Background: an optimization exercise with open tools, aiming at small area. Do not read the settings as production practice.
The RTL was checked by simulation tests, not by an equivalence proof against the original design.
Power figures rest on the tool's default switching activity, not on a simulated workload.

==> design/flow/design.v <==
module boxing_top(
	input  wire       clk,
	input  wire       rst_n,
	input  wire       ps2k_clk,
	input  wire       ps2k_data,
	output wire [1:0] state1,
	output wire [1:0] state2,
	output wire [4:0] led1,
	output wire [4:0] led2,
	output wire [3:0] p1_tens,
	output wire [3:0] p1_ones,
	output wire [3:0] p2_tens,
	output wire [3:0] p2_ones,
	output wire       win
);
	reg r0, r1, r2;
	reg [3:0] num;
	reg [7:0] sh;
	reg vs;
	wire neg = ~r1 & r2;
	wire n10 = num[3] & num[1];
	wire isA  = sh == 8'h1c;
	wire isS  = sh == 8'h1b;
	wire isJ  = sh == 8'h3b;
	wire isK  = sh == 8'h42;
	wire isF0 = sh == 8'hf0;
	wire valid = isA | isS | isJ | isK | isF0;
	always @(posedge clk) begin
		if (!rst_n) begin
			r0 <= 1'b0; r1 <= 1'b0; r2 <= 1'b0;
			num <= 4'd0;
			vs <= 1'b0;
		end else begin
			r0 <= ps2k_clk; r1 <= r0; r2 <= r1;
			if (neg) num <= n10 ? 4'd0 : num + 4'd1;
			vs <= n10 & valid;
		end
	end
	always @(posedge clk)
		if (neg && num != 4'd0 && !num[3] | (num == 4'd8))
			sh <= {ps2k_data, sh[7:1]};
	reg x1, x2, acc, brk;
	reg [3:0] tmp;
	reg [3:0] cnt;
	reg [1:0] act1, act2;
	always @(posedge clk) begin
		if (!rst_n) begin
			x1 <= 1'b0; x2 <= 1'b0; acc <= 1'b0; brk <= 1'b0;
			tmp <= 4'd0; cnt <= 4'd12; act1 <= 2'd0; act2 <= 2'd0;
		end else begin
			x1 <= vs; x2 <= vs ^ x1; acc <= x2;
			if (acc & vs) begin
				if (isA | isS | isJ | isK) brk <= 1'b0;
				else brk <= 1'b1;
				if (isA) tmp[3] <= ~brk;
				if (isS) tmp[2] <= ~brk;
				if (isJ) tmp[1] <= ~brk;
				if (isK) tmp[0] <= ~brk;
			end
			if (cnt == 4'd0) begin
				cnt <= 4'd12;
				act1 <= tmp[3:2];
				act2 <= tmp[1:0];
			end else cnt <= cnt - 4'd1;
		end
	end
	reg [2:0] ph;
	always @(posedge clk)
		if (!rst_n) ph <= 3'd0; else ph <= ph + 3'd1;
	wire tick = ph == 3'd0;
	wire [2:0] lc1, lc2;
	wire en1, en2;
	player u_p1(.clk(clk), .rst_n(rst_n), .tick(tick), .act(act1), .state(state1), .lc(lc1), .entry(en1));
	player u_p2(.clk(clk), .rst_n(rst_n), .tick(tick), .act(act2), .state(state2), .lc(lc2), .entry(en2));
	wire pa1 = (ph == 3'd3) & en1;
	wire pa2 = (ph == 3'd3) & en2;
	reg [4:0] pt;
	assign win = (pt == 5'd0) | (pt == 5'd20);
	wire [1:0] k2 = state2[1] ? 2'd3 : state2[0] ? 2'd1 : 2'd2;
	wire [1:0] k1 = state1[1] ? 2'd3 : state1[0] ? 2'd1 : 2'd2;
	wire [4:0] q2 = 5'd20 - pt;
	always @(posedge clk) begin
		if (!rst_n) pt <= 5'd10;
		else if (!win) begin
			if (pa1) pt <= (q2 > {3'd0, k2}) ? pt + {3'd0, k2} : 5'd20;
			else if (pa2) pt <= (pt > {3'd0, k1}) ? pt - {3'd0, k1} : 5'd0;
		end
	end
	bcd u_b1(.v(pt), .tens(p1_tens), .ones(p1_ones));
	bcd u_b2(.v(q2), .tens(p2_tens), .ones(p2_ones));
	ledpat u_l1(.clk(clk), .rst_n(rst_n), .state(state1), .lc(lc1), .out(led1));
	ledpat u_l2(.clk(clk), .rst_n(rst_n), .state(state2), .lc(lc2), .out(led2));
endmodule
module bcd(input wire [4:0] v, output wire [3:0] tens, output wire [3:0] ones);
	assign tens = (v >= 5'd20) ? 4'd2 : (v >= 5'd10) ? 4'd1 : 4'd0;
	assign ones = (v >= 5'd20) ? 4'd0 : (v >= 5'd10) ? v[3:0] - 4'd10 : v[3:0];
endmodule
module ledpat(input wire clk, input wire rst_n, input wire [1:0] state, input wire [2:0] lc, output reg [4:0] out);
	always @(posedge clk) begin
		if (!rst_n) out <= 5'b11111;
		else case (state)
			2'b10: out <= lc[2] ? 5'b11111 : lc[1] ? (lc[0] ? 5'b01111 : 5'b00111) : (lc[0] ? 5'b00011 : 5'b00001);
			2'b11: out <= lc[2] ? 5'b00001 : lc[1] ? (lc[0] ? 5'b00010 : 5'b00100) : (lc[0] ? 5'b01000 : 5'b10000);
			2'b01: out <= lc[2] ? 5'b00000 : lc[1] ? (lc[0] ? 5'b10001 : 5'b10011) : (lc[0] ? 5'b10111 : 5'b11111);
			default: out <= 5'b00000;
		endcase
	end
endmodule
module player(input wire clk, input wire rst_n, input wire tick, input wire [1:0] act,
	output wire [1:0] state, output reg [2:0] lc, output wire entry);
	reg [2:0] f;
	reg nw;
	reg [2:0] o;
	reg [4:0] e;
	reg trig;
	assign state = f[2:1];
	assign entry = f[2] & f[1] & nw;
	wire f_apt = f == 3'b100;
	wire f_art = f == 3'b110;
	wire f_dht = f == 3'b010;
	wire f_drt = f == 3'b001;
	wire acting = |f;
	wire [2:0] co = nw ? 3'd0 : o;
	wire [4:0] ce = nw ? 5'd0 : e;
	wire [4:0] lim = f_apt ? 5'd9 : f_art ? 5'd1 : f_dht ? 5'd19 : 5'd0;
	reg [2:0] fn;
	always @(*) begin
		fn = f;
		if (acting) begin
			if (trig) begin
				if (!nw) begin
					if (f_drt | f_art) fn = 3'b000;
					else if (f_dht) fn = 3'b001;
					else fn = 3'b110;
				end
			end else if (f_dht && act == 2'b00) fn = 3'b001;
		end else begin
			case (act)
				2'b00: fn = 3'b000;
				2'b10: fn = 3'b100;
				default: fn = 3'b010;
			endcase
		end
	end
	always @(posedge clk) begin
		if (!rst_n) begin
			f <= 0; nw <= 0; o <= 0; e <= 0; lc <= 0; trig <= 0;
		end else if (tick) begin
			if (!acting) begin o <= 0; e <= 0; end
			else if (ce == lim) begin o <= co[2] ? 3'd0 : co + 3'd1; e <= 0; end
			else begin o <= co; e <= ce + 5'd1; end
			f <= fn;
			nw <= fn != f;
			lc <= o;
			if (acting) trig <= trig ? 1'b0 : (o[2] & ~lc[2]);
		end
	end
endmodule
==> design/flow/config.mk <==
export PLATFORM = sky130hd
export DESIGN_NAME = boxing_top
export DESIGN_NICKNAME = boxing_top
export VERILOG_FILES = /design/flow/design.v
export SDC_FILE = /design/flow/constraint.sdc
export NUM_CORES = 4
export LEC_CHECK = 0
export ABC_AREA = 1
export CAP_MARGIN = 20
export CORE_MARGIN = 2
export CORE_UTILIZATION = 60
export CTS_BUF_LIST = sky130_fd_sc_hd__clkbuf_8
export CTS_CLUSTER_DIAMETER = 200
export CTS_CLUSTER_SIZE = 50
export SLEW_MARGIN = 20
==> design/flow/run.sh <==
#!/bin/bash
# synth_recipe.tcl (not shown) runs the flow's synth.tcl, then flattens the netlist and writes it again
# the make line also repeats each setting of config.mk as NAME=value (left out here)
make -C /OpenROAD-flow-scripts/flow DESIGN_CONFIG=/design/flow/config.mk WORK_HOME=/design/flow/orfs CLKGATE_MAP_FILE= SYNTH_SCRIPT=/design/flow/synth_recipe.tcl finish
==> design/flow/constraint.sdc <==
create_clock -name core_clock -period 10.0 [get_ports {clk}]
set_input_delay 2.0000 -clock core_clock [delete_from_list [all_inputs] [get_ports {clk}]]
set_output_delay 2.0000 -clock core_clock [all_outputs]
set_load 0.01 [all_outputs]
==> results.ini, run 1 <==
[clocking]
postCtsSetupBuffers=0
cts_buffers=9
clock-sinks=82
h-tree-depth=3
clk_path_buf_depth=2
holdBufCountCts=0
cts_tree=yes
cts_root_buffer=clkbuf_8
insertion_delay_ns=0.36
cts-resized-gates=0
clk_pin_slew_ns=0.09

[layout]
diodes=0
layout_common_cells=nand2_1 (154), inv_1 (87), dfxtp_1 (74), a21oi_1 (63), nand3_1 (58)
drive_above_1_share_pct=6.23
areaGrowthSynthToFinish_pct=11.1
multi_input_area_um2=2500
utilization_pct=68.1
num-nets-final=730
layout_commonest_cell=nand2_1
fill_cells=687
regArea_um2=1720

[timing]
tightest_slew_ns=0.733
slew_headroom_pct=51.1
setup_slack_ns=5.15
hold_slack_ns=0.419
drv_slew=0
setup-tns-final_ns=0
fmax_mhz=206
period_share_pct=48.5
grt_setup_unrepaired=false
skew_ns=0.0132
hold_violations=0
setup_viol_count_final=0
fin_crit_ns=4.85

[placement]
hpwl_mm=7.19
gp_congestion=0.918
dp_slack_ns=5.53
port_buffers=30

[synth]
ys_types=39
synth_fa_ha_area_share_pct=6.96
ys_seq_elements=82
yosysWarnings=3
ys_seq_area_share_pct=36.5
synthXorXnorAreaFrac_pct=2.04
syn_area_per_cell_um2=6.91
syn-cell-area_um2=4710
synth-compound-area-share_pct=15.1
synth-edff-count=8
synthSimpleGateAreaFrac_pct=28.5
ys.flop_type=dfxtp_1
netlist_instances=682
async_flop_share_pct=0
synth_top_family_by_area=simple AND/OR/NAND/NOR gates
synthMuxAreaShare_pct=0

[route]
drc=0
vias=4356
drt-total-wl_mm=9.98
post_drt_via_cell_ratio=5.39
ant_nets=0
drt_iter0_drc=187
avgRoutedWirePerCell_um=12.4
dr.pass1.iters=5

[power]
fin_total_pwr_uw=853
p_per_area_nw_per_um2=163
p_leak_uw=0.00237
ir_worst_vdd_uv=107

[worst_setup_path]
cp_max_fo=6
worstPathArrival_ns=2.85
crit_required_ns=8.00
rrSetupSlack_ns=7.64
reg2reg_to=pt[2]
crit_type=reg -> out
worst_setup_path_end_kind=output pin
r2r-start=pt[1]
crit_path_start_kind=flip-flop
rr_worst_depth=10

[grt]
grt-ovfl-total=0
antenna_found_initial=0
grt_pass1_vias=4005
grt_pass1_wl_mm=17.2
grt_max_degree=44
grt_usage_pct=24.4

[hold_path]
min_path_cells=1
min_to=cnt[0]
hold_start=cnt[0]
worstHoldPathType=reg -> reg

[floorplan]
start_util_pct=61.3
rows=32
core_area_um2=7690
die_h_um=92.6
ios=35
die-area_um2=8580
dieWidth_um=92.6

[run_status]
status=finished clean

[run]
max_cap_viol_count=0

## power by group
group	leakage, uW	switching, uW	total, uW	internal (uW)
clock network	0.000108	133	253	121
registers	0.000678	26.2	383	357
logic	0.00158	138	217	78.7
## synth_stat cells, types with 10 or more instances
master    instances  area share (%)
inv_1            87             6.9
nor3_1           12             1.3
xor2_1           10             1.9
nand4_1          11             1.5
clkbuf_1         11            0.88
a21oi_1          63             6.7
nor2_1           57             4.5
o21ai_0          40             4.2
dfxtp_1          74              31
nand2_1         154              12
ha_1             23             6.1
nand3_1          58             6.2
## cell families (layout without fill, tap and decap cells)
group                    count (synthesis)  after routing
XOR/XNOR                                11             11
adder cells (fa/ha/maj)                 25             25
AND/OR/NAND/NOR                        309            309
other                                    1              4
flip-flops                              82             82
AO/OA/AOI/OAI                          130            130
buffers and inverters                  124            145
## worst max-delay path by stage
stage | cells after the start | end | from
3_3_place_gp | 15 | p2_ones[1] | pt[1]
3_5_place_dp | 15 | p2_ones[2] | pt[1]
5_1_grt | 15 | p2_ones[2] | pt[1]
4_1_cts | 15 | p2_ones[2] | pt[1]
6_report | 15 | p2_ones[2] | pt[1]
2_1_floorplan | 14 | p2_ones[1] | pt[1]
## stage by stage
step,cells,cell area [um^2]
after floorplan,685,4720
after global placement,792,5030
after detailed placement,792,5030
after CTS,808,5240
after global routing,808,5240
final,808,5240
## worst max-delay path, stage by stage, from the launching register on
cell and delay, ns:
dfxtp_1 0.44, inv_1 0.19, ha_1 0.28, inv_1 0.09, nand2_1 0.05, nand2_1 0.14, ha_1 0.17, nand2_1 0.05
nand2_1 0.07, nand3_1 0.08, nand2_1 0.10, nand2_1 0.06, inv_1 0.08, nand2_1 0.05, o21ai_0 0.07, clkdlybuf4s50_1 0.56
## routing by layer
metal  GRT usage (%)  wire length (um)
met2            42.6              4640
met4            6.37                82
met5               0                 0
met3            4.96               490
met1            30.8              4770
## sequential cells by signal, indices dropped and copies added, names as in the netlist, 4 cells and up
signal and count:
u_l1.out 5, u_p2.e 5, tmp 4, sh 8, u_p1.e 5, pt 5, num 4, u_l2.out 5
cnt 4
## layout make-up
class                   instances  area share, %
repair buffers                 32           6.02
inverters                      97           7.00
flip-flops and latches         82           32.9
well taps                     102           2.44
multi-input cells             479           47.7
clock inverters                 7           1.60
clock buffers                   9           2.37
==> run 2, diff against run 1 <==
==> design/flow/config.mk (replaced) <==
export PLATFORM = sky130hd
export DESIGN_NAME = boxing_top
export DESIGN_NICKNAME = boxing_top
export VERILOG_FILES = /design/flow/design.v
export SDC_FILE = /design/flow/constraint.sdc
export NUM_CORES = 4
export LEC_CHECK = 0
export CAP_MARGIN = 20
export CORE_MARGIN = 2
export CORE_UTILIZATION = 40
export SLEW_MARGIN = 20
==> run 2 against run 1 <==
- still clean
- clock skew is essentially flat
- largest power group unchanged
- count of clock-buffer cells in the layout is the same
- worst hold slack gained 0.012 ns
- largest cell class unchanged
- utilization shrank 22 points
- sequential power shrank 9.7%
==> results.ini, run 2 <==
[clocking]
cts-resized-gates=0
clock-sinks=82
clk_path_buf_depth=2
cts_buffers=9
clk_pin_slew_ns=0.07
h-tree-depth=3
holdBufCountCts=0
insertion_delay_ns=0.35
cts_root_buffer=clkbuf_16
cts_tree=yes
postCtsSetupBuffers=0

[layout]
regMostFlops=sh
fin_cells=739
layout_commonest_cell=dfxtp_1
areaGrowthSynthToFinish_pct=12.0
num-nets-final=616
fill_cells=1153
layout_common_cells=dfxtp_1 (74), nor2_1 (52), nand2_1 (45), a21oi_1 (39), inv_1 (35)
drive_above_1_share_pct=6.76
largest_reg_flops=8
diodes=0

[synth]
ys_seq_elements=82
synth_top_family_by_area=simple AND/OR/NAND/NOR gates
synth-compound-area-share_pct=20.2
synth_fa_ha_area_share_pct=6.69
syn_area_per_cell_um2=8.39
synth_area_leader_cell=dfxtp_1
synth.area.top_cells=dfxtp_1 (30%), ha_1 (5.9%), edfxtp_1 (4.9%)
synth_most_common_cell=dfxtp_1
netlist_instances=584
synthXorXnorAreaFrac_pct=2.15
synth-edff-count=8
synth_top_area_share_pct=30.3
ys_types=81
ys_seq_area_share_pct=35.2
async_flop_share_pct=0
yosysWarnings=3
synthMuxAreaShare_pct=3.53
ys.flop_type=dfxtp_1
syn-cell-area_um2=4900
netlist_top_cells_count=dfxtp_1 (74), nor2_1 (52), nand2_1 (45)
synthSimpleGateAreaFrac_pct=24.6

[route]
drc=0
dr.pass1.iters=7
drt-total-wl_mm=10.5
post_drt_via_cell_ratio=5.48
drt_iter0_drc=234
avgRoutedWirePerCell_um=14.2
ant_nets=0
vias=4052

[floorplan]
rows=40
die_h_um=115
dieWidth_um=115
start_util_pct=40.9
die-area_um2=13100
core_area_um2=12000
ios=35

[power]
p_per_area_nw_per_um2=132
fin_total_pwr_uw=724
ir_worst_vdd_uv=104
p_leak_uw=0.00201

[grt]
grt-ovfl-total=0
grt_max_degree=35
grt_usage_pct=16.5
grt_pass1_wl_mm=17.6
antenna_found_initial=0
grt_pass1_vias=3717

[placement]
port_buffers=30
gp_congestion=0.823
hpwl_mm=7.41
placed_cells=723

[run]
max_cap_viol_count=0

[worst_setup_path]
timing.critical_path.mode_cell=ha_1
cpMaxStageDelayCell=clkdlybuf4s50_1
crit_family=adder cells
crit_path_start_kind=flip-flop
path_cells=inv_1 > ha_1 > xnor2_1 > ha_1 > a22o_1 > a2bb2oi_1 > a2bb2oi_2 > mux2_2 > clkdlybuf4s50_1
cpPeakStageDelay_ns=0.47
crit_type=reg -> out
crit_buf_inv=2
crit_required_ns=8.00
worstPathArrival_ns=3.37
cp_max_fo=9
worst_setup_path_end_kind=output pin

[timing]
drv_slew=0
grt_setup_unrepaired=false
setup_viol_count_final=0
setup-tns-final_ns=0
hold_slack_ns=0.431
fmax_mhz=186
skew_ns=0.0129
hold_violations=0
tightest_slew_ns=1.07
fin_crit_ns=5.37
period_share_pct=53.7
slew_headroom_pct=28.7

[hold_path]
worstHoldPathType=reg -> reg

[run_status]
status=finished clean

run 2: cell count changes after synthesis, moves of 20 or more:
cell / change
nand3_1: -41
nand2_1: -109
inv_1: -52
nor2b_1: +20
a21oi_1: -24
run 2: power by group:
part           switching, uW  internal [uW]  total [uW]
combinational           24.5           15.6        40.1
clock                    142            196         337
sequential              7.81            338         346
run 2: cells by family (layout without fill, tap and decap cells):
kind of cell / count (synthesis) / in the layout
and+or+nand+nor: 222 / 222
DFF: 82 / 82
muxes: 17 / 17
buffers and inverters: 81 / 86
AOI/OAI and AO/OA: 144 / 144
other: 1 / 4
adders and majority gates: 25 / 25
xor gates and xnor gates: 12 / 12
run 2: final cells by class:
class | count | area [um^2] | share of cell area [%]
tap | 147 | 184 | 3.35
clock inverter | 7 | 76.3 | 1.39
multi-input combinational | 424 | 2820 | 51.3
inverter | 37 | 139 | 2.53
timing repair buffer | 33 | 323 | 5.89
sequential | 82 | 1720 | 31.4
clock buffer | 9 | 225 | 4.11
run 2: routing by layer:
layer / up-vias / wire length, um / GRT usage [%]
met5: - / 0 / 0
met3: 11 / 347 / 4.29
met4: 0 / 157 / 5.28
met2: 66 / 5100 / 27.2
met1: 1906 / 4910 / 21.1
li1: 2069 / - / -
run 2: worst paths after layout:
check	depth (start not counted)	slack, ns	startpoint	end
worst max register to register	9	7.14	u_p1.f[2]	pt[1]
worst max-delay path	9	4.63	pt[0]	p2_ones[1]
worst min register to register	1	0.43	r0	r1
worst min-delay path	1	0.43	r0	r1
run 2: stage by stage:
stage          worst slack, ns  utilization (%)  area (um^2)
2_1_floorplan             5.66                -         4910
3_3_place_gp              5.11             43.3         5180
3_5_place_dp              5.01             43.3         5180
4_1_cts                   4.63             45.8         5480
5_1_grt                   4.39             45.8         5480
6_report                  4.63             45.8         5480

-- separate check: timing with driven ports --
No port has a modelled driver above. Below, the same layouts with a new extraction and two added sets of constraints.
Step 1 sets driving cells, clkbuf_16 on the clock port and buf_2 on the other inputs (assumed; they add their load-dependent delay and slew).
Step 2, shift: input delay + t, output delay - t, t = (earliest + latest rising clock arrival at the registers) / 2. This alone moves slack from input paths to output paths.
Three values: ideal ports, drivers, drivers and shift; two values: the first two.
run	t, ns	slack for setup (ns)	clock arrival spread, ns
run 1	0.382	5.145 / 5.112 / 5.494	0.014 / 0.014
run 2	0.380	4.628 / 4.591 / 4.970	0.013 / 0.013
After both steps setup and hold are still met in every run listed.
